Source: an optimization exercise on an open RTL-to-GDS flow (aim: small area, a short achievable clock period and few clock cycles). Production flows keep margins and buffers that such runs may drop. RTL that was checked went through simulation tests only; none was proved equivalent to the original. Power is estimated from default activity; no workload was simulated.

==> run a: inputs <==
## CNN
module CNN(
    input                       clk,
    input                       rst_n,
    input                       in_valid,
    input      signed [15:0]    in_data,
    input                       opt,
    output reg                  out_valid,
    output reg signed [15:0]    out_data
);
reg [15:0] ring [0:35];
reg [15:0] kr0, kr1, kr2, kr3, kr4, kr5, kr6, kr7, kr8;
reg [6:0] cnt;           
reg       opt_r;
integer n;
always @(posedge clk) begin
    ring[0] <= (cnt < 7'd36) ? in_data : ring[35];
    for (n = 1; n < 36; n = n + 1) ring[n] <= ring[n-1];
    if (cnt == 7'd36) kr0 <= in_data;
    if (cnt == 7'd37) kr1 <= in_data;
    if (cnt == 7'd38) kr2 <= in_data;
    if (cnt == 7'd39) kr3 <= in_data;
    if (cnt == 7'd40) kr4 <= in_data;
    if (cnt == 7'd41) kr5 <= in_data;
    if (cnt == 7'd42) kr6 <= in_data;
    if (cnt == 7'd43) kr7 <= in_data;
    if (cnt == 7'd44) kr8 <= in_data;
end
always @(posedge clk or negedge rst_n) begin
    if (!rst_n) begin
        cnt <= 7'd0;
        opt_r <= 1'b0;
    end else begin
        if (cnt == 7'd0) begin
            if (in_valid) begin
                cnt <= 7'd1;
                opt_r <= opt;
            end
        end else if (cnt == 7'd68)
            cnt <= 7'd0;
        else
            cnt <= cnt + 7'd1;
    end
end
wire [15:0] tp0 = ring[0];
wire s1, c2;
xnr us1 (.a(~(tp0[0] & kr0[13])), .b(~(tp0[10] & kr0[3])), .y(s1));
orr uc2 (.a(~(tp0[0] & kr0[13])), .b(~(tp0[10] & kr0[3])), .y(c2));
wire s3, c4;
fa us3 (.a(~(tp0[0] & kr0[14])), .b(~(tp0[10] & kr0[4])), .c(~(tp0[11] & kr0[3])), .s(s3), .co(c4));
wire s5, c6;
xnr us5 (.a(~(tp0[12] & kr0[2])), .b(~(tp0[13] & kr0[1])), .y(s5));
orr uc6 (.a(~(tp0[12] & kr0[2])), .b(~(tp0[13] & kr0[1])), .y(c6));
  ...
==> flow/config.mk <==
export PLATFORM = sky130hd
export DESIGN_NAME = CNN
export DESIGN_NICKNAME = CNN
export VERILOG_FILES = /design/flow/design.v
export SDC_FILE = /design/flow/constraint.sdc
export NUM_CORES = 4
export LEC_CHECK = 0
export CAP_MARGIN = 20
export CORE_MARGIN = 2
export CORE_UTILIZATION = 40
export CTS_CLUSTER_DIAMETER = 100
export CTS_CLUSTER_SIZE = 25
export PLACE_DENSITY = 0.6
export SLEW_MARGIN = 20
export SYNTH_HIERARCHICAL = 1
export SYNTH_MINIMUM_KEEP_SIZE = 0
==> flow/constraint.sdc <==
create_clock -name core_clock -period 14.0 [get_ports {clk}]
set_input_delay 2.8000 -clock core_clock [delete_from_list [all_inputs] [get_ports {clk}]]
set_output_delay 2.8000 -clock core_clock [all_outputs]
set_load 0.01 [all_outputs]
standard.sh (not shown) runs the stock make flow with config.mk's settings and CLKGATE_MAP_FILE= SYNTH_SCRIPT=/design/flow/synth_recipe.tcl, a recipe that flattens the netlist after the stock synthesis.
==> flow/flow/run.sh <==
#!/bin/bash
# Standard ORFS layout, with faster port buffers and timing repair aimed
# below the clock period.
set -euo pipefail
bash standard.sh SETUP_SLACK_MARGIN=10 CTS_BUF_DISTANCE=120 "BUFFER_PORTS_ARGS=-buffer_cell sky130_fd_sc_hd__buf_2" finish > make.log 2>&1
==> run b (differences from run a) <==
--- a/flow/design.v
+++ b/flow/design.v
@@ -2174,20 +2174,20 @@
 fa us1982 (.a(s1917), .b(c1950), .c(s1951), .s(s1982), .co(c1983));
 wire s1984, c1985;
 fa us1984 (.a(c1952), .b(s1921), .c(s1953), .s(s1984), .co(c1985));
 wire s1986, c1987;
 fa us1986 (.a(s1925), .b(c1954), .c(s1955), .s(s1986), .co(c1987));
 wire s1988 = s1928 ^ c1956 ^ s1957;
 reg [15:0] cs7a, cs7b;
 always @(posedge clk) begin cs7a <= {c1987, c1985, c1983, c1981, c1979, c1977, c1975, c1973, c1971, c1969, c1967, c1965, c1963, c1961, c1959, ~(tp7[0] & kr7[0])}; cs7b <= {s1988, s1986, s1984, s1982, s1980, s1978, s1976, s1974, s1972, s1970, s1968, s1966, s1964, s1962, s1960, s1958}; end
-wire [17:0] xy = {2'b0, ~cs7a} + {2'b0, ~cs7b};
+wire [16:0] xy = {1'b0, ~cs7a} + {1'b0, ~cs7b};
 wire [15:0] tp8 = ring[30];
-reg [2:0] lc;
-always @(posedge clk) lc <= xy[17:15];
+reg [1:0] lc;
+always @(posedge clk) lc <= xy[16:15];
 wire s1989, c1990;
 xnr us1989 (.a(cs7a[11]), .b(cs7b[11]), .y(s1989));
 orr uc1990 (.a(cs7a[11]), .b(cs7b[11]), .y(c1990));
 wire s1991, c1992;
 fa us1991 (.a(cs7a[12]), .b(cs7b[12]), .c(~(tp8[0] & kr8[12])), .s(s1991), .co(c1992));
 wire s1993, c1994;
 xnr us1993 (.a(~(tp8[10] & kr8[2])), .b(~(tp8[11] & kr8[1])), .y(s1993));
 orr uc1994 (.a(~(tp8[10] & kr8[2])), .b(~(tp8[11] & kr8[1])), .y(c1994));
@@ -2723,17 +2723,17 @@
 fa us2495 (.a(c2378), .b(s2435), .c(c2434), .s(s2495), .co(c2496));
 wire s2497, c2498;
 fa us2497 (.a(c2380), .b(s2437), .c(c2436), .s(s2497), .co(c2498));
 wire s2499, c2500;
 xnr us2499 (.a(~(tp8[15] & kr8[15])), .b(c2438), .y(s2499));
 orr uc2500 (.a(~(tp8[15] & kr8[15])), .b(c2438), .y(c2500));
 reg [31:0] sa, sb;
 always @(posedge clk) begin sa <= {c2500, c2498, c2496, c2494, c2492, c2490, c2488, c2486, c2484, c2482, c2480, c2478, c2476, c2474, c2472, c2470, c2468, c2466, c2464, c2462, c2460, c2458, c2456, c2454, c2452, c2450, c2448, c2446, c2444, c2442, c2440, ~(tp8[0] & kr8[0])}; sb <= {1'b1, s2499, s2497, s2495, s2493, s2491, s2489, s2487, s2485, s2483, s2481, s2479, s2477, s2475, s2473, s2471, s2469, s2467, s2465, s2463, s2461, s2459, s2457, s2455, s2453, s2451, s2449, s2447, s2445, s2443, s2441, s2439}; end
-wire [31:0] u = sa + sb + {14'd0, lc[2:1], 16'd0} + {15'd0, lc[0], 16'd0} + 32'h7fff0001;
+wire [31:0] u = sa + sb + {15'd0, lc[1], 16'd0} + {15'd0, lc[0], 16'd0} + 32'h7fff0001;
 reg signed [15:0] f;
 always @(posedge clk) f <= (!u[31] && !opt_r) ? 16'sd0 : ~u[15:0];
 reg fv, g, first, last;
 always @(*) begin
     fv = 1'b0; g = 1'b0; first = 1'b0; last = 1'b0;
     case (cnt)
         7'd46: begin fv = 1'b1; g = 1'b0; first = 1'b1; last = 1'b0; end
         7'd47: begin fv = 1'b1; g = 1'b0; first = 1'b0; last = 1'b0; end
==> flow/flow/run.sh (replaced) <==
#!/bin/bash
# Standard ORFS layout, with faster port buffers and timing repair aimed
# below the clock period.
set -euo pipefail
bash standard.sh SETUP_SLACK_MARGIN=10 "BUFFER_PORTS_ARGS=-buffer_cell sky130_fd_sc_hd__buf_2" finish > make.log 2>&1
==> flow/config.mk (replaced) <==
export PLATFORM = sky130hd
export DESIGN_NAME = CNN
export DESIGN_NICKNAME = CNN
export VERILOG_FILES = /design/flow/design.v
export SDC_FILE = /design/flow/constraint.sdc
export NUM_CORES = 4
export LEC_CHECK = 0
export CAP_MARGIN = 20
export CORE_MARGIN = 2
export CORE_UTILIZATION = 50
export PLACE_DENSITY = 0.65
export SLEW_MARGIN = 20
export SYNTH_HIERARCHICAL = 1
export SYNTH_MINIMUM_KEEP_SIZE = 0
==> run c (differences from run a) <==
--- a/flow/design.v
+++ b/flow/design.v
@@ -2174,20 +2174,20 @@
 fa us1982 (.a(s1917), .b(c1950), .c(s1951), .s(s1982), .co(c1983));
 wire s1984, c1985;
 fa us1984 (.a(c1952), .b(s1921), .c(s1953), .s(s1984), .co(c1985));
 wire s1986, c1987;
 fa us1986 (.a(s1925), .b(c1954), .c(s1955), .s(s1986), .co(c1987));
 wire s1988 = s1928 ^ c1956 ^ s1957;
 reg [15:0] cs7a, cs7b;
 always @(posedge clk) begin cs7a <= {c1987, c1985, c1983, c1981, c1979, c1977, c1975, c1973, c1971, c1969, c1967, c1965, c1963, c1961, c1959, ~(tp7[0] & kr7[0])}; cs7b <= {s1988, s1986, s1984, s1982, s1980, s1978, s1976, s1974, s1972, s1970, s1968, s1966, s1964, s1962, s1960, s1958}; end
-wire [17:0] xy = {2'b0, ~cs7a} + {2'b0, ~cs7b};
+wire [16:0] xy = {1'b0, ~cs7a} + {1'b0, ~cs7b};
 wire [15:0] tp8 = ring[30];
-reg [2:0] lc;
-always @(posedge clk) lc <= xy[17:15];
+reg [1:0] lc;
+always @(posedge clk) lc <= xy[16:15];
 wire s1989, c1990;
 xnr us1989 (.a(cs7a[11]), .b(cs7b[11]), .y(s1989));
 orr uc1990 (.a(cs7a[11]), .b(cs7b[11]), .y(c1990));
 wire s1991, c1992;
 fa us1991 (.a(cs7a[12]), .b(cs7b[12]), .c(~(tp8[0] & kr8[12])), .s(s1991), .co(c1992));
 wire s1993, c1994;
 xnr us1993 (.a(~(tp8[10] & kr8[2])), .b(~(tp8[11] & kr8[1])), .y(s1993));
 orr uc1994 (.a(~(tp8[10] & kr8[2])), .b(~(tp8[11] & kr8[1])), .y(c1994));
@@ -2723,17 +2723,17 @@
 fa us2495 (.a(c2378), .b(s2435), .c(c2434), .s(s2495), .co(c2496));
 wire s2497, c2498;
 fa us2497 (.a(c2380), .b(s2437), .c(c2436), .s(s2497), .co(c2498));
 wire s2499, c2500;
 xnr us2499 (.a(~(tp8[15] & kr8[15])), .b(c2438), .y(s2499));
 orr uc2500 (.a(~(tp8[15] & kr8[15])), .b(c2438), .y(c2500));
 reg [31:0] sa, sb;
 always @(posedge clk) begin sa <= {c2500, c2498, c2496, c2494, c2492, c2490, c2488, c2486, c2484, c2482, c2480, c2478, c2476, c2474, c2472, c2470, c2468, c2466, c2464, c2462, c2460, c2458, c2456, c2454, c2452, c2450, c2448, c2446, c2444, c2442, c2440, ~(tp8[0] & kr8[0])}; sb <= {1'b1, s2499, s2497, s2495, s2493, s2491, s2489, s2487, s2485, s2483, s2481, s2479, s2477, s2475, s2473, s2471, s2469, s2467, s2465, s2463, s2461, s2459, s2457, s2455, s2453, s2451, s2449, s2447, s2445, s2443, s2441, s2439}; end
-wire [31:0] u = sa + sb + {14'd0, lc[2:1], 16'd0} + {15'd0, lc[0], 16'd0} + 32'h7fff0001;
+wire [31:0] u = sa + sb + {15'd0, lc[1], 16'd0} + {15'd0, lc[0], 16'd0} + 32'h7fff0001;
 reg signed [15:0] f;
 always @(posedge clk) f <= (!u[31] && !opt_r) ? 16'sd0 : ~u[15:0];
 reg fv, g, first, last;
 always @(*) begin
     fv = 1'b0; g = 1'b0; first = 1'b0; last = 1'b0;
     case (cnt)
         7'd46: begin fv = 1'b1; g = 1'b0; first = 1'b1; last = 1'b0; end
         7'd47: begin fv = 1'b1; g = 1'b0; first = 1'b0; last = 1'b0; end
==> flow/flow/run.sh (replaced) <==
#!/bin/bash
# Standard ORFS layout, with faster port buffers and timing repair aimed
# below the clock period.
set -euo pipefail
bash standard.sh SETUP_SLACK_MARGIN=10 "BUFFER_PORTS_ARGS=-buffer_cell sky130_fd_sc_hd__buf_2" finish > make.log 2>&1
--- a/flow/config.mk
+++ b/flow/config.mk
@@ -5,12 +5,13 @@
 export SDC_FILE = /design/flow/constraint.sdc
 export NUM_CORES = 4
 export LEC_CHECK = 0
 export CAP_MARGIN = 20
 export CORE_MARGIN = 2
 export CORE_UTILIZATION = 40
 export CTS_CLUSTER_DIAMETER = 100
 export CTS_CLUSTER_SIZE = 25
+export GPL_TIMING_DRIVEN = 1
 export PLACE_DENSITY = 0.6
 export SLEW_MARGIN = 20
 export SYNTH_HIERARCHICAL = 1
 export SYNTH_MINIMUM_KEEP_SIZE = 0
==> impl_results.md <==
* Max-slew headroom at 0.2915
* Peak VDD IR at 0.1289 mV
* Met3 Wirelength at 11,050 um
* Fin cells at 6,691
* Status: timing/DRC/antenna clean
* Total power at 13,620 uW
* Total Wirelength at 139,500 um
* Starting density of the core at 0.5046
* Multi-input logic area at 34,830 um2
* Die extent in x at 352.0 um
* GR Util met1 at 0.3020
* Final HPWL DP at 94,270 um
* First-pass GRT wire length at 217,900 um
# the run above: run b

==> impl_results.md <==
* Die extent in x at 393.0 um
* Max-slew headroom at 0.2522
* Fin cells at 6,984
* Starting density of the core at 0.4032
* Total power at 12,320 uW
* Multi-input logic area at 34,840 um2
* Total Wirelength at 139,600 um
* Status: timing/DRC/antenna clean
* First-pass GRT wire length at 217,000 um
* Peak VDD IR at 0.1081 mV
# the run above: run a

==> impl_results.md <==
* Met3 Wirelength at 10,980 um
* Total Wirelength at 139,800 um
* First-pass GRT wire length at 217,100 um
* Die extent in x at 393.0 um
* Peak VDD IR at 0.1230 mV
* Total power at 12,320 uW
* Max-slew headroom at 0.2583
* Status: timing/DRC/antenna clean
* GR Util met1 at 0.2416
* Starting density of the core at 0.4032
# the run above: run c

Testbench counts of run b, summed over its fixed seeds: cycles 13,248.
Testbench counts of run c, summed over its fixed seeds: cycles 13,248.
For run a, only the layout was checked, not whether the RTL still works.

## port drivers added, routing unchanged
No port has a modelled driver above. Below, the same layouts with a new extraction and two added sets of constraints.
Step 1 (the two cells are an assumption about what drives the block):
set clk [get_ports {clk}]
set_driving_cell -lib_cell sky130_fd_sc_hd__clkbuf_16 $clk
set_driving_cell -lib_cell sky130_fd_sc_hd__buf_2 [delete_from_list [all_inputs] $clk]
Step 2 adds t to the input delays and takes it off the output delays; t is the mean of the earliest and latest rising clock arrival at the registers after step 1. Input paths then give back, and output paths get back, about the clock's delay inside the block.
Three values: ideal ports, drivers, drivers and shift; two values: the first two.
| run | shift t [ns] | setup slack, ns | hold WS [ns] | slew at the worst register clock pin (ns) | pins driven straight from the clock port |
|---|---|---|---|---|---|
| run a | 0.740 | 10.017 / 9.939 / 10.067 | 0.292 / 0.292 / 0.292 | 0.11 / 0.11 | 1 |
| run b | 0.796 | 10.026 / 9.950 / 10.063 | 0.302 / 0.302 / 0.302 | 0.07 / 0.07 | 1 |
| run c | 0.771 | 9.989 / 9.913 / 10.060 | 0.296 / 0.296 / 0.296 | 0.11 / 0.11 | 1 |
After both steps setup and hold are still met in every run listed.
